What follows belongs to an exercise in optimizing a design on an open flow for small area, a short achievable clock period and few clock cycles; a production flow would make more cautious choices. No functional check of the RTL was part of any run shown here. The clock port is modelled as an ideal driver, which makes a skipped or thinned clock tree look cheaper than it is; a real chip needs a root buffer or a tree. No activity file was given, so power comes from the tool's default toggle rates.

==> flow/design.v, too long to show whole: its modules and the start of the top module <==
// module conv2d_3x3_lb: 1229 lines
// module fa3: 10 lines
// module ha2: 9 lines
// module xo2: 7 lines
module conv2d_3x3_lb #(
    parameter MAX_W = 16
)(
    input         clk,
    input         reset,
    input         start,
    input  [7:0]  base_a,
    input  [7:0]  base_b,
    input  [7:0]  base_c,
    input  [4:0]  tile_w,    
    input  [4:0]  tile_h,    
    output reg    busy,
    output reg    done,
    output            a_en,
    output            a_we,          
    output reg  [7:0] a_addr,
    output      [31:0] a_di,         
    input       [31:0] a_dout,
    output            b_en,
    output            b_we,          
    output reg  [7:0] b_addr,
    output      [31:0] b_di,         
    input       [31:0] b_dout,
    output            c_en,
    output            c_we,
    output reg  [7:0] c_addr,
    output reg [31:0] c_di,
    input       [31:0] c_dout        
);
  // ...
==> flow/flow/run.sh <==
#!/bin/bash
# Standard ORFS layout (the standard.sh, unchanged synthesis), with
#  - timing repair aimed well below the clock period (SETUP_SLACK_MARGIN),
#  - plain buffers on the ports instead of delay buffers,
#  - one tie cell for the constant outputs,
#  - a two-level clock tree (see post_cts.tcl).
# Every tool's output is in standard.log and in orfs/logs/.
set -euo pipefail
here=$(pwd)
bash standard.sh \
  SETUP_SLACK_MARGIN=11 \
  BUFFER_PORTS_ARGS="-buffer_cell sky130_fd_sc_hd__buf_2" \
  SKIP_REPAIR_TIE_FANOUT=1 \
  CTS_ARGS="-sink_clustering_enable -repair_clock_nets -sink_clustering_size 30 -sink_clustering_max_diameter 150 -dont_use_dummy_load" \
  POST_CTS_TCL="$here/flow/post_cts.tcl" \
  finish > standard.log 2>&1
==> flow/flow/post_cts.tcl <==
set block [ord::get_db_block]
set clk_net [[$block findBTerm clk] getNet]
proc is_clkbuf {inst} {
  return [string match "sky130_fd_sc_hd__clkbuf_*" [[$inst getMaster] getName]]
}
set leaves {}
set uppers {}
foreach inst [$block getInsts] {
  if {![is_clkbuf $inst]} { continue }
  set out [[$inst findITerm X] getNet]
  set in [[$inst findITerm A] getNet]
  if {$out == "NULL" || $in == "NULL"} { continue }
  if {[$out getSigType] != "CLOCK"} { continue }
  set drives_buf 0
  foreach it [$out getITerms] {
    if {[$it isInputSignal] && [is_clkbuf [$it getInst]]} { set drives_buf 1 }
  }
  if {$drives_buf} { lappend uppers $inst } else { lappend leaves $inst }
}
set nl [llength $leaves]
puts "post_cts: [llength $uppers] upper buffers, $nl leaf buffers"
if {$nl >= 2 && [llength $uppers] >= 1 && $nl <= 16} {
  # leaf centres
  set pts {}
  foreach inst $leaves {
    set bb [$inst getBBox]
    lappend pts [list [expr {([$bb xMin] + [$bb xMax]) / 2}] [expr {([$bb yMin] + [$bb yMax]) / 2}]]
  }
  set k [expr {$nl < 4 ? $nl : 4}]
  # k-means, started from leaves spread through the list sorted by angle
  set cen {}
  set sx 0; set sy 0
  foreach p $pts { set sx [expr {$sx + [lindex $p 0]}]; set sy [expr {$sy + [lindex $p 1]}] }
  set mx [expr {$sx / $nl}]; set my [expr {$sy / $nl}]
  set order [lsort -real -indices [lmap p $pts {expr {atan2([lindex $p 1] - $my, [lindex $p 0] - $mx)}}]]
  for {set i 0} {$i < $k} {incr i} {
    lappend cen [lindex $pts [lindex $order [expr {$i * $nl / $k}]]]
  }
  for {set it 0} {$it < 50} {incr it} {
    set asg {}
    foreach p $pts {
      set best 0; set bd 1e30
      for {set i 0} {$i < $k} {incr i} {
        set c [lindex $cen $i]
        set d [expr {abs([lindex $p 0] - [lindex $c 0]) + abs([lindex $p 1] - [lindex $c 1])}]
        if {$d < $bd} { set bd $d; set best $i }
      }
      lappend asg $best
    }
    set new {}
    for {set i 0} {$i < $k} {incr i} {
      set n 0; set ax 0; set ay 0
      foreach p $pts a $asg { if {$a == $i} { incr n; set ax [expr {$ax + [lindex $p 0]}]; set ay [expr {$ay + [lindex $p 1]}] } }
      if {$n > 0} { lappend new [list [expr {$ax / $n}] [expr {$ay / $n}]] } else { lappend new [lindex $cen $i] }
    }
    set cen $new
  }
  set master [[ord::get_db] findMaster sky130_fd_sc_hd__clkbuf_16]
  foreach inst $uppers {
    set out [[$inst findITerm X] getNet]
    odb::dbInst_destroy $inst
    if {[llength [$out getITerms]] == 0} { odb::dbNet_destroy $out }
  }
  for {set i 0} {$i < $k} {incr i} {
    set members {}
    foreach inst $leaves a $asg { if {$a == $i} { lappend members $inst } }
    if {[llength $members] == 0} { continue }
    set b [odb::dbInst_create $block $master "clkbuf_grp_${i}_clk"]
    set c [lindex $cen $i]
    $b setLocation [expr {int([lindex $c 0])}] [expr {int([lindex $c 1])}]
    $b setPlacementStatus PLACED
    set n [odb::dbNet_create $block "clknet_grp_${i}_clk"]
    $n setSigType CLOCK
    [$b findITerm A] connect $clk_net
    [$b findITerm X] connect $n
    foreach inst $members {
      set a [$inst findITerm A]
      $a disconnect
      $a connect $n
    }
    puts "post_cts: group $i: [llength $members] leaf buffers"
  }
  detailed_placement
  estimate_parasitics -placement
  repair_timing_helper
  detailed_placement
  check_placement -verbose
  report_clock_latency
}
==> flow/standard.sh <==
#!/bin/bash
# synth_recipe.tcl (not shown) runs the flow's synth.tcl, then flattens the netlist and writes it again
# the make line also repeats each setting of config.mk as NAME=value (left out here)
make -C /OpenROAD-flow-scripts/flow DESIGN_CONFIG=/design/flow/config.mk WORK_HOME=/design/flow/orfs CLKGATE_MAP_FILE= SYNTH_SCRIPT=/design/flow/synth_recipe.tcl "${@:-finish}"
==> flow/config.mk <==
export PLATFORM = sky130hd
export DESIGN_NAME = conv2d_3x3_lb
export DESIGN_NICKNAME = conv2d_3x3_lb
export VERILOG_FILES = /design/flow/design.v
export SDC_FILE = /design/flow/constraint.sdc
export NUM_CORES = 4
export LEC_CHECK = 0
export CAP_MARGIN = 20
export CORE_MARGIN = 2
export CORE_UTILIZATION = 60
export PLACE_DENSITY = 0.75
export SLEW_MARGIN = 20
export SYNTH_HIERARCHICAL = 1
export SYNTH_MINIMUM_KEEP_SIZE = 0
==> flow/constraint.sdc <==
create_clock -name core_clock -period 15.0 [get_ports {clk}]
set_input_delay 3.0000 -clock core_clock [delete_from_list [all_inputs] [get_ports {clk}]]
set_output_delay 3.0000 -clock core_clock [all_outputs]
set_load 0.01 [all_outputs]
==> key figures, run 1 <==
Worst setup path
  • Worst reg2reg startpoint: btwo[3]
  • Setup CP Type: reg -> reg
  • Levels on crit path: 9
  • Worst Setup EP: p_c[22]
  • Slowest cell on crit path: fa_1

Timing
  • Slew @ Worst Pin: 1030 ps
  • Final Hold Vio Count: 0
  • Slew HR: 31.2%
  • RSZ-0062 raised after global routing: yes

Place
  • DP Area: 19,300 sq um
  • Worst slack at placement: 10,640 ps
  • Hpwl dp: 33.0 mm

Synth
  • Post-synthesis mux area share: 0.114%
  • Post-synth top area cell: fa_1
  • Share of the synthesized area in the top cell type: 25.9%
  • Register area share after synthesis: 24.7%
  • Main combinational cell family by area after synthesis: adder cells

Outcome
  • Status: no timing/DRC/antenna violations

Worst hold path
  • Hold WC Path Type: reg -> reg
  • Min-delay src: f2

Drt
  • Routed wl met3: 4.32 mm

Global route
  • Met2 usage: 46.7%
  • Global-route wire length before repair: 73.8 mm
  • Grt met1 use: 37.1%

Pwr
  • PnR Total Power: 0.00417 W
  • Switching share of total power: 43.9%

Layout
  • Non-filler cells in the finished layout: 2,163
  • Multi-input combinational area share: 65.3%
  • Leading cell type in the layout, fill and taps excluded: xnor2_1
  • Top Registers: A_r: 32 flops, c_di: 32 flops, p_s: 32 flops
  • Signal inverters: 36
  • FF+latch area: 4730 sq um

Clocking
  • CTS Sinks: 222
==> run 2, diff against run 1 <==
--- a/flow/design.v
+++ b/flow/design.v
@@ -41,16 +41,17 @@
     reg  [1:0] kj, ki;      
     reg  [4:0] ox_left;     
     reg  [4:0] oy_left;     
     reg  [4:0] wr;          
     reg        f1, f2, f3;
     reg        l1, l2, l3;
     reg [31:0] A_r;                   
     reg [15:0] bneg, bone, btwo;      
+    reg  [5:0] bneg_n, bone_n, btwo_n;  
     reg [31:0] p_s, p_c, p_x;         
     wire [31:0] nxt_s, nxt_c, nxt_x;
     wire [31:0] acc_next;             
     wire [32:0] bx = {b_dout, 1'b0};
     wire [15:0] enc_neg, enc_one, enc_two;
     genvar gi;
     generate for (gi = 0; gi < 16; gi = gi + 1) begin : benc
         assign enc_neg[gi] = bx[2*gi+2];
@@ -73,162 +74,162 @@
   wire pp0_8 = ((bone[0] & A_r[8]) | (btwo[0] & A_r[7])) ^ bneg[0];
   wire pp0_9 = ((bone[0] & A_r[9]) | (btwo[0] & A_r[8])) ^ bneg[0];
   wire pp0_10 = ((bone[0] & A_r[10]) | (btwo[0] & A_r[9])) ^ bneg[0];
   wire pp0_11 = ((bone[0] & A_r[11]) | (btwo[0] & A_r[10])) ^ bneg[0];
   wire pp0_12 = ((bone[0] & A_r[12]) | (btwo[0] & A_r[11])) ^ bneg[0];
   wire pp0_13 = ((bone[0] & A_r[13]) | (btwo[0] & A_r[12])) ^ bneg[0];
   wire pp0_14 = ((bone[0] & A_r[14]) | (btwo[0] & A_r[13])) ^ bneg[0];
   wire pp0_15 = ((bone[0] & A_r[15]) | (btwo[0] & A_r[14])) ^ bneg[0];
-  wire pp0_16 = ((bone[0] & A_r[16]) | (btwo[0] & A_r[15])) ^ bneg[0];
-  wire pp0_17 = ((bone[0] & A_r[17]) | (btwo[0] & A_r[16])) ^ bneg[0];
-  wire pp0_18 = ((bone[0] & A_r[18]) | (btwo[0] & A_r[17])) ^ bneg[0];
-  wire pp0_19 = ((bone[0] & A_r[19]) | (btwo[0] & A_r[18])) ^ bneg[0];
-  wire pp0_20 = ((bone[0] & A_r[20]) | (btwo[0] & A_r[19])) ^ bneg[0];
-  wire pp0_21 = ((bone[0] & A_r[21]) | (btwo[0] & A_r[20])) ^ bneg[0];
-  wire pp0_22 = ((bone[0] & A_r[22]) | (btwo[0] & A_r[21])) ^ bneg[0];
-  wire pp0_23 = ((bone[0] & A_r[23]) | (btwo[0] & A_r[22])) ^ bneg[0];
-  wire pp0_24 = ((bone[0] & A_r[24]) | (btwo[0] & A_r[23])) ^ bneg[0];
-  wire pp0_25 = ((bone[0] & A_r[25]) | (btwo[0] & A_r[24])) ^ bneg[0];
-  wire pp0_26 = ((bone[0] & A_r[26]) | (btwo[0] & A_r[25])) ^ bneg[0];
-  wire pp0_27 = ((bone[0] & A_r[27]) | (btwo[0] & A_r[26])) ^ bneg[0];
-  wire pp0_28 = ((bone[0] & A_r[28]) | (btwo[0] & A_r[27])) ^ bneg[0];
-  wire pp0_29 = ((bone[0] & A_r[29]) | (btwo[0] & A_r[28])) ^ bneg[0];
-  wire pp0_30 = ((bone[0] & A_r[30]) | (btwo[0] & A_r[29])) ^ bneg[0];
-  wire pp0_31 = ((bone[0] & A_r[31]) | (btwo[0] & A_r[30])) ^ bneg[0];
+  wire pp0_16 = ((~bone_n[0] & A_r[16]) | (~btwo_n[0] & A_r[15])) ^ ~bneg_n[0];
+  wire pp0_17 = ((~bone_n[0] & A_r[17]) | (~btwo_n[0] & A_r[16])) ^ ~bneg_n[0];
+  wire pp0_18 = ((~bone_n[0] & A_r[18]) | (~btwo_n[0] & A_r[17])) ^ ~bneg_n[0];
+  wire pp0_19 = ((~bone_n[0] & A_r[19]) | (~btwo_n[0] & A_r[18])) ^ ~bneg_n[0];
+  wire pp0_20 = ((~bone_n[0] & A_r[20]) | (~btwo_n[0] & A_r[19])) ^ ~bneg_n[0];
+  wire pp0_21 = ((~bone_n[0] & A_r[21]) | (~btwo_n[0] & A_r[20])) ^ ~bneg_n[0];
+  wire pp0_22 = ((~bone_n[0] & A_r[22]) | (~btwo_n[0] & A_r[21])) ^ ~bneg_n[0];
+  wire pp0_23 = ((~bone_n[0] & A_r[23]) | (~btwo_n[0] & A_r[22])) ^ ~bneg_n[0];
+  wire pp0_24 = ((~bone_n[0] & A_r[24]) | (~btwo_n[0] & A_r[23])) ^ ~bneg_n[0];
+  wire pp0_25 = ((~bone_n[0] & A_r[25]) | (~btwo_n[0] & A_r[24])) ^ ~bneg_n[0];
+  wire pp0_26 = ((~bone_n[0] & A_r[26]) | (~btwo_n[0] & A_r[25])) ^ ~bneg_n[0];
+  wire pp0_27 = ((~bone_n[0] & A_r[27]) | (~btwo_n[0] & A_r[26])) ^ ~bneg_n[0];
+  wire pp0_28 = ((~bone_n[0] & A_r[28]) | (~btwo_n[0] & A_r[27])) ^ ~bneg_n[0];
+  wire pp0_29 = ((~bone_n[0] & A_r[29]) | (~btwo_n[0] & A_r[28])) ^ ~bneg_n[0];
+  wire pp0_30 = ((~bone_n[0] & A_r[30]) | (~btwo_n[0] & A_r[29])) ^ ~bneg_n[0];
+  wire pp0_31 = ((~bone_n[0] & A_r[31]) | (~btwo_n[0] & A_r[30])) ^ ~bneg_n[0];
   wire pp1_0 = (bone[1] & A_r[0]) ^ bneg[1];
   wire pp1_1 = ((bone[1] & A_r[1]) | (btwo[1] & A_r[0])) ^ bneg[1];
   wire pp1_2 = ((bone[1] & A_r[2]) | (btwo[1] & A_r[1])) ^ bneg[1];
   wire pp1_3 = ((bone[1] & A_r[3]) | (btwo[1] & A_r[2])) ^ bneg[1];
   wire pp1_4 = ((bone[1] & A_r[4]) | (btwo[1] & A_r[3])) ^ bneg[1];
   wire pp1_5 = ((bone[1] & A_r[5]) | (btwo[1] & A_r[4])) ^ bneg[1];
   wire pp1_6 = ((bone[1] & A_r[6]) | (btwo[1] & A_r[5])) ^ bneg[1];
   wire pp1_7 = ((bone[1] & A_r[7]) | (btwo[1] & A_r[6])) ^ bneg[1];
   wire pp1_8 = ((bone[1] & A_r[8]) | (btwo[1] & A_r[7])) ^ bneg[1];
   wire pp1_9 = ((bone[1] & A_r[9]) | (btwo[1] & A_r[8])) ^ bneg[1];
   wire pp1_10 = ((bone[1] & A_r[10]) | (btwo[1] & A_r[9])) ^ bneg[1];
   wire pp1_11 = ((bone[1] & A_r[11]) | (btwo[1] & A_r[10])) ^ bneg[1];
   wire pp1_12 = ((bone[1] & A_r[12]) | (btwo[1] & A_r[11])) ^ bneg[1];
   wire pp1_13 = ((bone[1] & A_r[13]) | (btwo[1] & A_r[12])) ^ bneg[1];
   wire pp1_14 = ((bone[1] & A_r[14]) | (btwo[1] & A_r[13])) ^ bneg[1];
-  wire pp1_15 = ((bone[1] & A_r[15]) | (btwo[1] & A_r[14])) ^ bneg[1];
-  wire pp1_16 = ((bone[1] & A_r[16]) | (btwo[1] & A_r[15])) ^ bneg[1];
-  wire pp1_17 = ((bone[1] & A_r[17]) | (btwo[1] & A_r[16])) ^ bneg[1];
-  wire pp1_18 = ((bone[1] & A_r[18]) | (btwo[1] & A_r[17])) ^ bneg[1];
-  wire pp1_19 = ((bone[1] & A_r[19]) | (btwo[1] & A_r[18])) ^ bneg[1];
-  wire pp1_20 = ((bone[1] & A_r[20]) | (btwo[1] & A_r[19])) ^ bneg[1];
-  wire pp1_21 = ((bone[1] & A_r[21]) | (btwo[1] & A_r[20])) ^ bneg[1];
-  wire pp1_22 = ((bone[1] & A_r[22]) | (btwo[1] & A_r[21])) ^ bneg[1];
-  wire pp1_23 = ((bone[1] & A_r[23]) | (btwo[1] & A_r[22])) ^ bneg[1];
-  wire pp1_24 = ((bone[1] & A_r[24]) | (btwo[1] & A_r[23])) ^ bneg[1];
-  wire pp1_25 = ((bone[1] & A_r[25]) | (btwo[1] & A_r[24])) ^ bneg[1];
-  wire pp1_26 = ((bone[1] & A_r[26]) | (btwo[1] & A_r[25])) ^ bneg[1];
-  wire pp1_27 = ((bone[1] & A_r[27]) | (btwo[1] & A_r[26])) ^ bneg[1];
-  wire pp1_28 = ((bone[1] & A_r[28]) | (btwo[1] & A_r[27])) ^ bneg[1];
-  wire pp1_29 = ((bone[1] & A_r[29]) | (btwo[1] & A_r[28])) ^ bneg[1];
+  wire pp1_15 = ((~bone_n[1] & A_r[15]) | (~btwo_n[1] & A_r[14])) ^ ~bneg_n[1];
+  wire pp1_16 = ((~bone_n[1] & A_r[16]) | (~btwo_n[1] & A_r[15])) ^ ~bneg_n[1];
+  wire pp1_17 = ((~bone_n[1] & A_r[17]) | (~btwo_n[1] & A_r[16])) ^ ~bneg_n[1];
+  wire pp1_18 = ((~bone_n[1] & A_r[18]) | (~btwo_n[1] & A_r[17])) ^ ~bneg_n[1];
+  wire pp1_19 = ((~bone_n[1] & A_r[19]) | (~btwo_n[1] & A_r[18])) ^ ~bneg_n[1];
+  wire pp1_20 = ((~bone_n[1] & A_r[20]) | (~btwo_n[1] & A_r[19])) ^ ~bneg_n[1];
+  wire pp1_21 = ((~bone_n[1] & A_r[21]) | (~btwo_n[1] & A_r[20])) ^ ~bneg_n[1];
+  wire pp1_22 = ((~bone_n[1] & A_r[22]) | (~btwo_n[1] & A_r[21])) ^ ~bneg_n[1];
+  wire pp1_23 = ((~bone_n[1] & A_r[23]) | (~btwo_n[1] & A_r[22])) ^ ~bneg_n[1];
+  wire pp1_24 = ((~bone_n[1] & A_r[24]) | (~btwo_n[1] & A_r[23])) ^ ~bneg_n[1];
+  wire pp1_25 = ((~bone_n[1] & A_r[25]) | (~btwo_n[1] & A_r[24])) ^ ~bneg_n[1];
+  wire pp1_26 = ((~bone_n[1] & A_r[26]) | (~btwo_n[1] & A_r[25])) ^ ~bneg_n[1];
+  wire pp1_27 = ((~bone_n[1] & A_r[27]) | (~btwo_n[1] & A_r[26])) ^ ~bneg_n[1];
+  wire pp1_28 = ((~bone_n[1] & A_r[28]) | (~btwo_n[1] & A_r[27])) ^ ~bneg_n[1];
+  wire pp1_29 = ((~bone_n[1] & A_r[29]) | (~btwo_n[1] & A_r[28])) ^ ~bneg_n[1];
   wire pp2_0 = (bone[2] & A_r[0]) ^ bneg[2];
   wire pp2_1 = ((bone[2] & A_r[1]) | (btwo[2] & A_r[0])) ^ bneg[2];
   wire pp2_2 = ((bone[2] & A_r[2]) | (btwo[2] & A_r[1])) ^ bneg[2];
   wire pp2_3 = ((bone[2] & A_r[3]) | (btwo[2] & A_r[2])) ^ bneg[2];
   wire pp2_4 = ((bone[2] & A_r[4]) | (btwo[2] & A_r[3])) ^ bneg[2];
   wire pp2_5 = ((bone[2] & A_r[5]) | (btwo[2] & A_r[4])) ^ bneg[2];
   wire pp2_6 = ((bone[2] & A_r[6]) | (btwo[2] & A_r[5])) ^ bneg[2];
   wire pp2_7 = ((bone[2] & A_r[7]) | (btwo[2] & A_r[6])) ^ bneg[2];
   wire pp2_8 = ((bone[2] & A_r[8]) | (btwo[2] & A_r[7])) ^ bneg[2];
   wire pp2_9 = ((bone[2] & A_r[9]) | (btwo[2] & A_r[8])) ^ bneg[2];
   wire pp2_10 = ((bone[2] & A_r[10]) | (btwo[2] & A_r[9])) ^ bneg[2];
   wire pp2_11 = ((bone[2] & A_r[11]) | (btwo[2] & A_r[10])) ^ bneg[2];
   wire pp2_12 = ((bone[2] & A_r[12]) | (btwo[2] & A_r[11])) ^ bneg[2];
   wire pp2_13 = ((bone[2] & A_r[13]) | (btwo[2] & A_r[12])) ^ bneg[2];
-  wire pp2_14 = ((bone[2] & A_r[14]) | (btwo[2] & A_r[13])) ^ bneg[2];
-  wire pp2_15 = ((bone[2] & A_r[15]) | (btwo[2] & A_r[14])) ^ bneg[2];
-  wire pp2_16 = ((bone[2] & A_r[16]) | (btwo[2] & A_r[15])) ^ bneg[2];
-  wire pp2_17 = ((bone[2] & A_r[17]) | (btwo[2] & A_r[16])) ^ bneg[2];
-  wire pp2_18 = ((bone[2] & A_r[18]) | (btwo[2] & A_r[17])) ^ bneg[2];
-  wire pp2_19 = ((bone[2] & A_r[19]) | (btwo[2] & A_r[18])) ^ bneg[2];
-  wire pp2_20 = ((bone[2] & A_r[20]) | (btwo[2] & A_r[19])) ^ bneg[2];
-  wire pp2_21 = ((bone[2] & A_r[21]) | (btwo[2] & A_r[20])) ^ bneg[2];
-  wire pp2_22 = ((bone[2] & A_r[22]) | (btwo[2] & A_r[21])) ^ bneg[2];
-  wire pp2_23 = ((bone[2] & A_r[23]) | (btwo[2] & A_r[22])) ^ bneg[2];
-  wire pp2_24 = ((bone[2] & A_r[24]) | (btwo[2] & A_r[23])) ^ bneg[2];
-  wire pp2_25 = ((bone[2] & A_r[25]) | (btwo[2] & A_r[24])) ^ bneg[2];
-  wire pp2_26 = ((bone[2] & A_r[26]) | (btwo[2] & A_r[25])) ^ bneg[2];
-  wire pp2_27 = ((bone[2] & A_r[27]) | (btwo[2] & A_r[26])) ^ bneg[2];
+  wire pp2_14 = ((~bone_n[2] & A_r[14]) | (~btwo_n[2] & A_r[13])) ^ ~bneg_n[2];
+  wire pp2_15 = ((~bone_n[2] & A_r[15]) | (~btwo_n[2] & A_r[14])) ^ ~bneg_n[2];
+  wire pp2_16 = ((~bone_n[2] & A_r[16]) | (~btwo_n[2] & A_r[15])) ^ ~bneg_n[2];
+  wire pp2_17 = ((~bone_n[2] & A_r[17]) | (~btwo_n[2] & A_r[16])) ^ ~bneg_n[2];
+  wire pp2_18 = ((~bone_n[2] & A_r[18]) | (~btwo_n[2] & A_r[17])) ^ ~bneg_n[2];
+  wire pp2_19 = ((~bone_n[2] & A_r[19]) | (~btwo_n[2] & A_r[18])) ^ ~bneg_n[2];
+  wire pp2_20 = ((~bone_n[2] & A_r[20]) | (~btwo_n[2] & A_r[19])) ^ ~bneg_n[2];
+  wire pp2_21 = ((~bone_n[2] & A_r[21]) | (~btwo_n[2] & A_r[20])) ^ ~bneg_n[2];
+  wire pp2_22 = ((~bone_n[2] & A_r[22]) | (~btwo_n[2] & A_r[21])) ^ ~bneg_n[2];
+  wire pp2_23 = ((~bone_n[2] & A_r[23]) | (~btwo_n[2] & A_r[22])) ^ ~bneg_n[2];
+  wire pp2_24 = ((~bone_n[2] & A_r[24]) | (~btwo_n[2] & A_r[23])) ^ ~bneg_n[2];
+  wire pp2_25 = ((~bone_n[2] & A_r[25]) | (~btwo_n[2] & A_r[24])) ^ ~bneg_n[2];
+  wire pp2_26 = ((~bone_n[2] & A_r[26]) | (~btwo_n[2] & A_r[25])) ^ ~bneg_n[2];
+  wire pp2_27 = ((~bone_n[2] & A_r[27]) | (~btwo_n[2] & A_r[26])) ^ ~bneg_n[2];
   wire pp3_0 = (bone[3] & A_r[0]) ^ bneg[3];
   wire pp3_1 = ((bone[3] & A_r[1]) | (btwo[3] & A_r[0])) ^ bneg[3];
   wire pp3_2 = ((bone[3] & A_r[2]) | (btwo[3] & A_r[1])) ^ bneg[3];
   wire pp3_3 = ((bone[3] & A_r[3]) | (btwo[3] & A_r[2])) ^ bneg[3];
   wire pp3_4 = ((bone[3] & A_r[4]) | (btwo[3] & A_r[3])) ^ bneg[3];
   wire pp3_5 = ((bone[3] & A_r[5]) | (btwo[3] & A_r[4])) ^ bneg[3];
   wire pp3_6 = ((bone[3] & A_r[6]) | (btwo[3] & A_r[5])) ^ bneg[3];
   wire pp3_7 = ((bone[3] & A_r[7]) | (btwo[3] & A_r[6])) ^ bneg[3];
   wire pp3_8 = ((bone[3] & A_r[8]) | (btwo[3] & A_r[7])) ^ bneg[3];
   wire pp3_9 = ((bone[3] & A_r[9]) | (btwo[3] & A_r[8])) ^ bneg[3];
   wire pp3_10 = ((bone[3] & A_r[10]) | (btwo[3] & A_r[9])) ^ bneg[3];
   wire pp3_11 = ((bone[3] & A_r[11]) | (btwo[3] & A_r[10])) ^ bneg[3];
   wire pp3_12 = ((bone[3] & A_r[12]) | (btwo[3] & A_r[11])) ^ bneg[3];
-  wire pp3_13 = ((bone[3] & A_r[13]) | (btwo[3] & A_r[12])) ^ bneg[3];
-  wire pp3_14 = ((bone[3] & A_r[14]) | (btwo[3] & A_r[13])) ^ bneg[3];
-  wire pp3_15 = ((bone[3] & A_r[15]) | (btwo[3] & A_r[14])) ^ bneg[3];
-  wire pp3_16 = ((bone[3] & A_r[16]) | (btwo[3] & A_r[15])) ^ bneg[3];
-  wire pp3_17 = ((bone[3] & A_r[17]) | (btwo[3] & A_r[16])) ^ bneg[3];
-  wire pp3_18 = ((bone[3] & A_r[18]) | (btwo[3] & A_r[17])) ^ bneg[3];
-  wire pp3_19 = ((bone[3] & A_r[19]) | (btwo[3] & A_r[18])) ^ bneg[3];
-  wire pp3_20 = ((bone[3] & A_r[20]) | (btwo[3] & A_r[19])) ^ bneg[3];
-  wire pp3_21 = ((bone[3] & A_r[21]) | (btwo[3] & A_r[20])) ^ bneg[3];
-  wire pp3_22 = ((bone[3] & A_r[22]) | (btwo[3] & A_r[21])) ^ bneg[3];
-  wire pp3_23 = ((bone[3] & A_r[23]) | (btwo[3] & A_r[22])) ^ bneg[3];
-  wire pp3_24 = ((bone[3] & A_r[24]) | (btwo[3] & A_r[23])) ^ bneg[3];
-  wire pp3_25 = ((bone[3] & A_r[25]) | (btwo[3] & A_r[24])) ^ bneg[3];
+  wire pp3_13 = ((~bone_n[3] & A_r[13]) | (~btwo_n[3] & A_r[12])) ^ ~bneg_n[3];
+  wire pp3_14 = ((~bone_n[3] & A_r[14]) | (~btwo_n[3] & A_r[13])) ^ ~bneg_n[3];
+  wire pp3_15 = ((~bone_n[3] & A_r[15]) | (~btwo_n[3] & A_r[14])) ^ ~bneg_n[3];
+  wire pp3_16 = ((~bone_n[3] & A_r[16]) | (~btwo_n[3] & A_r[15])) ^ ~bneg_n[3];
+  wire pp3_17 = ((~bone_n[3] & A_r[17]) | (~btwo_n[3] & A_r[16])) ^ ~bneg_n[3];
+  wire pp3_18 = ((~bone_n[3] & A_r[18]) | (~btwo_n[3] & A_r[17])) ^ ~bneg_n[3];
+  wire pp3_19 = ((~bone_n[3] & A_r[19]) | (~btwo_n[3] & A_r[18])) ^ ~bneg_n[3];
+  wire pp3_20 = ((~bone_n[3] & A_r[20]) | (~btwo_n[3] & A_r[19])) ^ ~bneg_n[3];
+  wire pp3_21 = ((~bone_n[3] & A_r[21]) | (~btwo_n[3] & A_r[20])) ^ ~bneg_n[3];
+  wire pp3_22 = ((~bone_n[3] & A_r[22]) | (~btwo_n[3] & A_r[21])) ^ ~bneg_n[3];
+  wire pp3_23 = ((~bone_n[3] & A_r[23]) | (~btwo_n[3] & A_r[22])) ^ ~bneg_n[3];
+  wire pp3_24 = ((~bone_n[3] & A_r[24]) | (~btwo_n[3] & A_r[23])) ^ ~bneg_n[3];
+  wire pp3_25 = ((~bone_n[3] & A_r[25]) | (~btwo_n[3] & A_r[24])) ^ ~bneg_n[3];
   wire pp4_0 = (bone[4] & A_r[0]) ^ bneg[4];
   wire pp4_1 = ((bone[4] & A_r[1]) | (btwo[4] & A_r[0])) ^ bneg[4];
   wire pp4_2 = ((bone[4] & A_r[2]) | (btwo[4] & A_r[1])) ^ bneg[4];
   wire pp4_3 = ((bone[4] & A_r[3]) | (btwo[4] & A_r[2])) ^ bneg[4];
   wire pp4_4 = ((bone[4] & A_r[4]) | (btwo[4] & A_r[3])) ^ bneg[4];
   wire pp4_5 = ((bone[4] & A_r[5]) | (btwo[4] & A_r[4])) ^ bneg[4];
   wire pp4_6 = ((bone[4] & A_r[6]) | (btwo[4] & A_r[5])) ^ bneg[4];
   wire pp4_7 = ((bone[4] & A_r[7]) | (btwo[4] & A_r[6])) ^ bneg[4];
   wire pp4_8 = ((bone[4] & A_r[8]) | (btwo[4] & A_r[7])) ^ bneg[4];
   wire pp4_9 = ((bone[4] & A_r[9]) | (btwo[4] & A_r[8])) ^ bneg[4];
   wire pp4_10 = ((bone[4] & A_r[10]) | (btwo[4] & A_r[9])) ^ bneg[4];
   wire pp4_11 = ((bone[4] & A_r[11]) | (btwo[4] & A_r[10])) ^ bneg[4];
-  wire pp4_12 = ((bone[4] & A_r[12]) | (btwo[4] & A_r[11])) ^ bneg[4];
-  wire pp4_13 = ((bone[4] & A_r[13]) | (btwo[4] & A_r[12])) ^ bneg[4];
-  wire pp4_14 = ((bone[4] & A_r[14]) | (btwo[4] & A_r[13])) ^ bneg[4];
-  wire pp4_15 = ((bone[4] & A_r[15]) | (btwo[4] & A_r[14])) ^ bneg[4];
-  wire pp4_16 = ((bone[4] & A_r[16]) | (btwo[4] & A_r[15])) ^ bneg[4];
-  wire pp4_17 = ((bone[4] & A_r[17]) | (btwo[4] & A_r[16])) ^ bneg[4];
-  wire pp4_18 = ((bone[4] & A_r[18]) | (btwo[4] & A_r[17])) ^ bneg[4];
-  wire pp4_19 = ((bone[4] & A_r[19]) | (btwo[4] & A_r[18])) ^ bneg[4];
-  wire pp4_20 = ((bone[4] & A_r[20]) | (btwo[4] & A_r[19])) ^ bneg[4];
-  wire pp4_21 = ((bone[4] & A_r[21]) | (btwo[4] & A_r[20])) ^ bneg[4];
-  wire pp4_22 = ((bone[4] & A_r[22]) | (btwo[4] & A_r[21])) ^ bneg[4];
-  wire pp4_23 = ((bone[4] & A_r[23]) | (btwo[4] & A_r[22])) ^ bneg[4];
+  wire pp4_12 = ((~bone_n[4] & A_r[12]) | (~btwo_n[4] & A_r[11])) ^ ~bneg_n[4];
+  wire pp4_13 = ((~bone_n[4] & A_r[13]) | (~btwo_n[4] & A_r[12])) ^ ~bneg_n[4];
+  wire pp4_14 = ((~bone_n[4] & A_r[14]) | (~btwo_n[4] & A_r[13])) ^ ~bneg_n[4];
+  wire pp4_15 = ((~bone_n[4] & A_r[15]) | (~btwo_n[4] & A_r[14])) ^ ~bneg_n[4];
+  wire pp4_16 = ((~bone_n[4] & A_r[16]) | (~btwo_n[4] & A_r[15])) ^ ~bneg_n[4];
+  wire pp4_17 = ((~bone_n[4] & A_r[17]) | (~btwo_n[4] & A_r[16])) ^ ~bneg_n[4];
+  wire pp4_18 = ((~bone_n[4] & A_r[18]) | (~btwo_n[4] & A_r[17])) ^ ~bneg_n[4];
+  wire pp4_19 = ((~bone_n[4] & A_r[19]) | (~btwo_n[4] & A_r[18])) ^ ~bneg_n[4];
+  wire pp4_20 = ((~bone_n[4] & A_r[20]) | (~btwo_n[4] & A_r[19])) ^ ~bneg_n[4];
+  wire pp4_21 = ((~bone_n[4] & A_r[21]) | (~btwo_n[4] & A_r[20])) ^ ~bneg_n[4];
+  wire pp4_22 = ((~bone_n[4] & A_r[22]) | (~btwo_n[4] & A_r[21])) ^ ~bneg_n[4];
+  wire pp4_23 = ((~bone_n[4] & A_r[23]) | (~btwo_n[4] & A_r[22])) ^ ~bneg_n[4];
   wire pp5_0 = (bone[5] & A_r[0]) ^ bneg[5];
   wire pp5_1 = ((bone[5] & A_r[1]) | (btwo[5] & A_r[0])) ^ bneg[5];
   wire pp5_2 = ((bone[5] & A_r[2]) | (btwo[5] & A_r[1])) ^ bneg[5];
   wire pp5_3 = ((bone[5] & A_r[3]) | (btwo[5] & A_r[2])) ^ bneg[5];
   wire pp5_4 = ((bone[5] & A_r[4]) | (btwo[5] & A_r[3])) ^ bneg[5];
   wire pp5_5 = ((bone[5] & A_r[5]) | (btwo[5] & A_r[4])) ^ bneg[5];
   wire pp5_6 = ((bone[5] & A_r[6]) | (btwo[5] & A_r[5])) ^ bneg[5];
   wire pp5_7 = ((bone[5] & A_r[7]) | (btwo[5] & A_r[6])) ^ bneg[5];
   wire pp5_8 = ((bone[5] & A_r[8]) | (btwo[5] & A_r[7])) ^ bneg[5];
   wire pp5_9 = ((bone[5] & A_r[9]) | (btwo[5] & A_r[8])) ^ bneg[5];
   wire pp5_10 = ((bone[5] & A_r[10]) | (btwo[5] & A_r[9])) ^ bneg[5];
-  wire pp5_11 = ((bone[5] & A_r[11]) | (btwo[5] & A_r[10])) ^ bneg[5];
-  wire pp5_12 = ((bone[5] & A_r[12]) | (btwo[5] & A_r[11])) ^ bneg[5];
-  wire pp5_13 = ((bone[5] & A_r[13]) | (btwo[5] & A_r[12])) ^ bneg[5];
-  wire pp5_14 = ((bone[5] & A_r[14]) | (btwo[5] & A_r[13])) ^ bneg[5];
-  wire pp5_15 = ((bone[5] & A_r[15]) | (btwo[5] & A_r[14])) ^ bneg[5];
-  wire pp5_16 = ((bone[5] & A_r[16]) | (btwo[5] & A_r[15])) ^ bneg[5];
-  wire pp5_17 = ((bone[5] & A_r[17]) | (btwo[5] & A_r[16])) ^ bneg[5];
-  wire pp5_18 = ((bone[5] & A_r[18]) | (btwo[5] & A_r[17])) ^ bneg[5];
-  wire pp5_19 = ((bone[5] & A_r[19]) | (btwo[5] & A_r[18])) ^ bneg[5];
-  wire pp5_20 = ((bone[5] & A_r[20]) | (btwo[5] & A_r[19])) ^ bneg[5];
-  wire pp5_21 = ((bone[5] & A_r[21]) | (btwo[5] & A_r[20])) ^ bneg[5];
+  wire pp5_11 = ((~bone_n[5] & A_r[11]) | (~btwo_n[5] & A_r[10])) ^ ~bneg_n[5];
+  wire pp5_12 = ((~bone_n[5] & A_r[12]) | (~btwo_n[5] & A_r[11])) ^ ~bneg_n[5];
+  wire pp5_13 = ((~bone_n[5] & A_r[13]) | (~btwo_n[5] & A_r[12])) ^ ~bneg_n[5];
+  wire pp5_14 = ((~bone_n[5] & A_r[14]) | (~btwo_n[5] & A_r[13])) ^ ~bneg_n[5];
+  wire pp5_15 = ((~bone_n[5] & A_r[15]) | (~btwo_n[5] & A_r[14])) ^ ~bneg_n[5];
+  wire pp5_16 = ((~bone_n[5] & A_r[16]) | (~btwo_n[5] & A_r[15])) ^ ~bneg_n[5];
+  wire pp5_17 = ((~bone_n[5] & A_r[17]) | (~btwo_n[5] & A_r[16])) ^ ~bneg_n[5];
+  wire pp5_18 = ((~bone_n[5] & A_r[18]) | (~btwo_n[5] & A_r[17])) ^ ~bneg_n[5];
+  wire pp5_19 = ((~bone_n[5] & A_r[19]) | (~btwo_n[5] & A_r[18])) ^ ~bneg_n[5];
+  wire pp5_20 = ((~bone_n[5] & A_r[20]) | (~btwo_n[5] & A_r[19])) ^ ~bneg_n[5];
+  wire pp5_21 = ((~bone_n[5] & A_r[21]) | (~btwo_n[5] & A_r[20])) ^ ~bneg_n[5];
   wire pp6_0 = (bone[6] & A_r[0]) ^ bneg[6];
   wire pp6_1 = ((bone[6] & A_r[1]) | (btwo[6] & A_r[0])) ^ bneg[6];
   wire pp6_2 = ((bone[6] & A_r[2]) | (btwo[6] & A_r[1])) ^ bneg[6];
   wire pp6_3 = ((bone[6] & A_r[3]) | (btwo[6] & A_r[2])) ^ bneg[6];
   wire pp6_4 = ((bone[6] & A_r[4]) | (btwo[6] & A_r[3])) ^ bneg[6];
   wire pp6_5 = ((bone[6] & A_r[5]) | (btwo[6] & A_r[4])) ^ bneg[6];
   wire pp6_6 = ((bone[6] & A_r[6]) | (btwo[6] & A_r[5])) ^ bneg[6];
   wire pp6_7 = ((bone[6] & A_r[7]) | (btwo[6] & A_r[6])) ^ bneg[6];
@@ -1152,27 +1153,31 @@
   wire adG52 = ad_g[20] | (ad_p[20] & adG34);
   wire adG53 = ad_g[22] | (ad_p[22] & adG40);
   wire adG54 = ad_g[24] | (ad_p[24] & adG32);
   wire adG55 = ad_g[26] | (ad_p[26] & adG41);
   wire adG56 = ad_g[28] | (ad_p[28] & adG35);
   wire adG57 = ad_g[30] | (ad_p[30] & adG42);
   assign acc_next = ad_p ^ {adG57, adG42, adG56, adG35, adG55, adG41, adG54, adG32, adG53, adG40, adG52, adG34, adG51, adG39, adG50, adG29, adG49, adG38, adG48, adG33, adG47, adG37, adG46, adG25, adG45, adG36, adG44, adG17, adG43, adG1, ad_g[0], 1'b0};
     wire running = rd_en | l1 | l2 | l3 | wr_en;
+    wire go      = !running && start;
     wire win_end = (kj == 2'd2) && (ki == 2'd2);
     always @(posedge clk) begin
-        a_addr <= !running ? base_a : a_addr + a_step;
-        b_addr <= (!running || win_end) ? base_b : b_addr + 8'd1;
-        c_addr <= !running ? base_c : c_addr + {7'd0, wr_en};
+        a_addr <= go ? base_a : a_addr + a_step;
+        b_addr <= (go || win_end) ? base_b : b_addr + 8'd1;
+        c_addr <= go ? base_c : c_addr + {7'd0, wr_en};
     end
     always @(posedge clk) begin
         A_r   <= a_dout;
         bneg  <= enc_neg;
         bone  <= enc_one;
         btwo  <= enc_two;
+        bneg_n <= ~enc_neg[5:0];
+        bone_n <= ~enc_one[5:0];
+        btwo_n <= ~enc_two[5:0];
         p_s   <= nxt_s;
         p_c   <= nxt_c;
         p_x   <= nxt_x;
         c_di  <= acc_next;
         f1    <= (kj == 2'd0) && (ki == 2'd0);
         f2    <= f1;
         f3    <= f2;
     end
@@ -1185,24 +1190,24 @@
             l1 <= 1'b0; l2 <= 1'b0; l3 <= 1'b0;
         end else begin
             done  <= 1'b0;
             l1    <= rd_en && win_end;
             l2    <= l1;
             l3    <= l2;
             wr_en <= l3;
             if (!running) begin
-                kj      <= 2'd0;
-                ki      <= 2'd0;
-                ox_left <= tile_w - 5'd3;
-                oy_left <= tile_h - 5'd3;
-                wr      <= tile_w;
                 if (start) begin
                     busy    <= 1'b1;
                     rd_en   <= 1'b1;
+                    kj      <= 2'd0;
+                    ki      <= 2'd0;
+                    ox_left <= tile_w - 5'd3;
+                    oy_left <= tile_h - 5'd3;
+                    wr      <= tile_w;
                 end
             end else begin
                 if (wr_en && !rd_en && !l3) begin
                     busy <= 1'b0;
                     done <= 1'b1;
                 end
                 if (rd_en) begin
                     if (kj != 2'd2) begin
==> run 2 against run 1 <==
Via count up 1.3%. Sequential cell count increased by 18. Die area rose by 1.7%. Area after synthesis up 1.7%. Setup slack got worse by 29 ps. Wire length is 0.89% higher. Global-route usage is 0.33 points higher. Hold slack gained 10 ps. Final area is 1.1% higher. Critical path depth is 2 lower. Largest cell class unchanged.
==> key figures, run 2 <==
Worst setup path
  • Crit path required time: 15,190 ps
  • CP startpoint kind: register
  • R2R cell count: 7
  • Most used cell, CP: fa_1
  • CP max FO: 13
  • Bufs and invs on worst path: 0
  • Crit. End Element: register
  • CP delay by family, top: adder cells
  • Cells along the critical path: xnor2_1 -> fa_1 -> fa_1 -> fa_1 -> fa_1 -> fa_1 -> ha_1
  • Critical path startpoint: bneg_n[3]
  • Worst reg2reg startpoint: bneg_n[3]
  • Arrival time worst endpoint: 4200 ps
  • Slowest cell on crit path: dfxtp_1
  • Setup CP Type: reg -> reg
  • Levels on crit path: 7 (-2)
  • Largest stage delay on the critical path: 920 ps

Pwr
  • PnR Total Power: 0.00425 W (+1.8%)
  • Combinational share of power: 67.7%
  • Pleak: 8.05 nW
  • P_int: 0.00242 W
  • Power Density: 212 nW/um^2
  • Switching share of total power: 43.1% (-0.82 points)
  • Maximum vdd drop: 0.000115 V
  • Clock share of power: 7.8%
  • P_sw: 0.00183 W
  • Sequential power share: 24.5%

Timing
  • F_max: 250 MHz
  • Final setup viols: 0
  • Slew @ Worst Pin: 931 ps (-100 ps)
  • Slew Viols, Final: 0
  • Setup TNS Final: 0 ps
  • Hold_ws: 343 ps
  • Post-layout minimum cycle time: 4010 ps
  • Part of the cycle the worst path needs: 26.7%
  • RSZ-0062 raised after global routing: yes
  • Clock skew: 40.7 ps
  • Final Hold Vio Count: 0 (unchanged)
  • Slew HR: 37.8% (+6.6 points)

Place
  • Port Buffers: 162
  • DP Area: 19,500 sq um (+1.1%)
  • Hpwl dp: 34.1 mm (+3.2%)
  • GP Congestion: 0.917

Drt
  • Drt drc: 0
  • Wirelength per Cell: 21.1 um
  • Initial DRC Count: 1,398
  • Final wirelength: 46.7 mm
  • Antenna Violating Nets Remaining: 0
  • DR vias: 13,500
  • Via/cell ratio: 6.10
  • Drt pass-1 iters: 6

Layout
  • Top Registers: A_r: 32 flops, c_di: 32 flops, p_s: 32 flops
  • Fin nets: 2,268
  • Leading cell type in the layout, fill and taps excluded: xnor2_1
  • Design Area, Final: 20,100 sq um
  • Fill cells: 2,566
  • Share of cells above drive strength 1: 14.8%
  • Fin util: 63.9%
  • Commonest non-fill, non-tap cells in the layout: xnor2_1 (294), fa_1 (242), dfxtp_1 (181)
  • Area Growth Syn to Fin: 5.30%

Worst hold path
  • Hold path cells: 0
  • Hold WC Path Type: reg -> reg
  • Min-delay src: f2

Die
  • Core area: 31,400 sq um
  • Row Count: 65
  • Starting Density: 60.7%
  • Die Y: 182 um
  • Die Wd: 182 um
  • # IOs: 261
  • Die area: 33,200 sq um

Synth
  • Synthesized area per cell: 10.6 sq um
  • Top FF cell, synth: dfxtp_1
  • Synth Instances: 1,797
  • Post-synth top area cell: fa_1
  • #FFs+latches synth: 240
  • Yosys warnings: 7
  • Synth top area cells: fa_1 (25%), dfxtp_1 (23%), xnor2_1 (14%), a22oi_1 (6.9%), ha_1 (5.6%)
  • Register area share after synthesis: 26.2% (+1.5 points)
  • Count leader, synth: xnor2_1
  • Post-Syn Nets: 2,258
  • Synth cell count leaders: xnor2_1 (294), fa_1 (242), dfxtp_1 (221)
  • Number of synthesized flops with an enable pin: 19
  • Async S/R FF share, synth: 0%
  • Share of the synthesized area in the top cell type: 25.4% (-0.44 points)
  • Yosys cell types: 49
  • Post-Syn Area: 19,100 sq um

Global route
  • GRT overflow: 0
  • Global-route wire length before repair: 75.1 mm (+1.8%)
  • Vias in the first global route: 14,100
  • Pin count of the biggest net entering global routing: 67
  • Gr usage total: 28.7%
  • Initial antenna violation count: 8

Job
  • Max Cap Viol: 0

Clocking
  • CTS Sinks: 240 (+8.1%)
  • Worst-Skew Late Latency: 320 ps
  • Clock-pin transition on the worst setup and hold timing paths: 120 ps

Outcome
  • Status: no timing/DRC/antenna violations
run 2: cell types whose count changed after synthesis, moves of 6 or more:
cell	previous run	this run
a22oi_1	256	175
o22ai_1	0	81
inv_1	36	72
dfxtp_1	203	221
o21ai_0	47	36
buf_1	31	22
nand2_1	65	74
xor2_1	72	78
run 2: logic make-up after synthesis:
family | Yosys count | synth area share [%]
AND/OR/NAND/NOR | 207 | 5.50
buffers and inverters | 279 | 6.85
XOR/XNOR | 372 | 17.1
multiplexers | 2 | 0.105
AO/OA/AOI/OAI | 368 | 13.2
other | 1 | 0.0197
flip-flops | 240 | 26.2
adder cells (fa/ha/maj) | 328 | 31.1
run 2: worst paths after layout:
check | end | slack, ps
setup reg to reg | p_c[22] | 10990
setup / recovery | p_c[22] | 10990
hold reg to reg | f3 | 340
hold / removal | f3 | 340
run 2: power groups by stage:
| stage | clock [W] | combinational (W) | sequential (W) |
|---|---|---|---|
| after floorplan | 0 | 0.00216 | 0.00102 |
| after global placement | 0 | 0.00272 | 0.00105 |
| after detailed placement | 0 | 0.00286 | 0.00105 |
| after global routing | 0.000359 | 0.00336 | 0.00106 |
| final | 0.000330 | 0.00288 | 0.00104 |
run 2: cell type report, without the clock buffers:
cell class	instances	area, sq um	share of cell area (%)
Antenna cell	4	10.0	0.0499
Buffer	4	100	0.499
Inverter	75	290	1.45
Multi-Input combinational cell	1278	12800	63.8
Sequential cell	240	5050	25.2
Tap cell	402	503	2.51
Timing Repair Buffer	198	1110	5.53
run 2: through the flow:
stage / instances / setup WS [ps]
2_1_floorplan: 1797 / 11010
6_report: 2209 / 10990
3_3_place_gp: 2175 / 10430
3_5_place_dp: 2175 / 10370
5_1_grt: 2208 / 10970
run 2: modules after synthesis (local to each module, per instance):
module	flip-flops and latches	cell area, sq um	cells inside
conv2d_3x3_lb	240	13900	1510
fa3	0	20.0	1
ha2	0	12.5	1
xo2	0	8.76	1
run 2: per-layer routing:
layer	vias to the layer above	share of wire (%)	GRT usage [%]
met5	-	0.12	0
met4	8	4.0	11.7
met3	139	9.2	5.19
met2	752	47	46.5
met1	6611	40	38.4
li1	5954	-	-

-- separate check: timing with driven ports --
The flow's constraints put no driver on any port. The routed layouts listed below were extracted and timed again, unchanged, in two steps.
Step 1 sets driving cells, clkbuf_16 on the clock port and buf_2 on the other inputs (assumed; they add their load-dependent delay and slew).
Step 2 also shifts input and output timing later by t, the mid clock arrival at the registers, as if the neighbouring blocks saw the same clock.
Three values: ideal ports, drivers, drivers and shift; two values: the first two.
run	t, ns	slack for setup (ns)	hold WS [ns]	worst setup path at the end	latest minus earliest clock arrival (ns)
run 1	0.423	11.022 / 11.023 / 10.869	0.333 / 0.333 / 0.333	input to register	0.054 / 0.053
run 2	0.421	10.993 / 10.994 / 10.721	0.343 / 0.343 / 0.343	input to register	0.043 / 0.042
After both steps setup and hold are still met in every run listed. The setup slack of run 2, which loses most, moves by +0.001 ns with the drivers and by -0.272 ns with both steps.
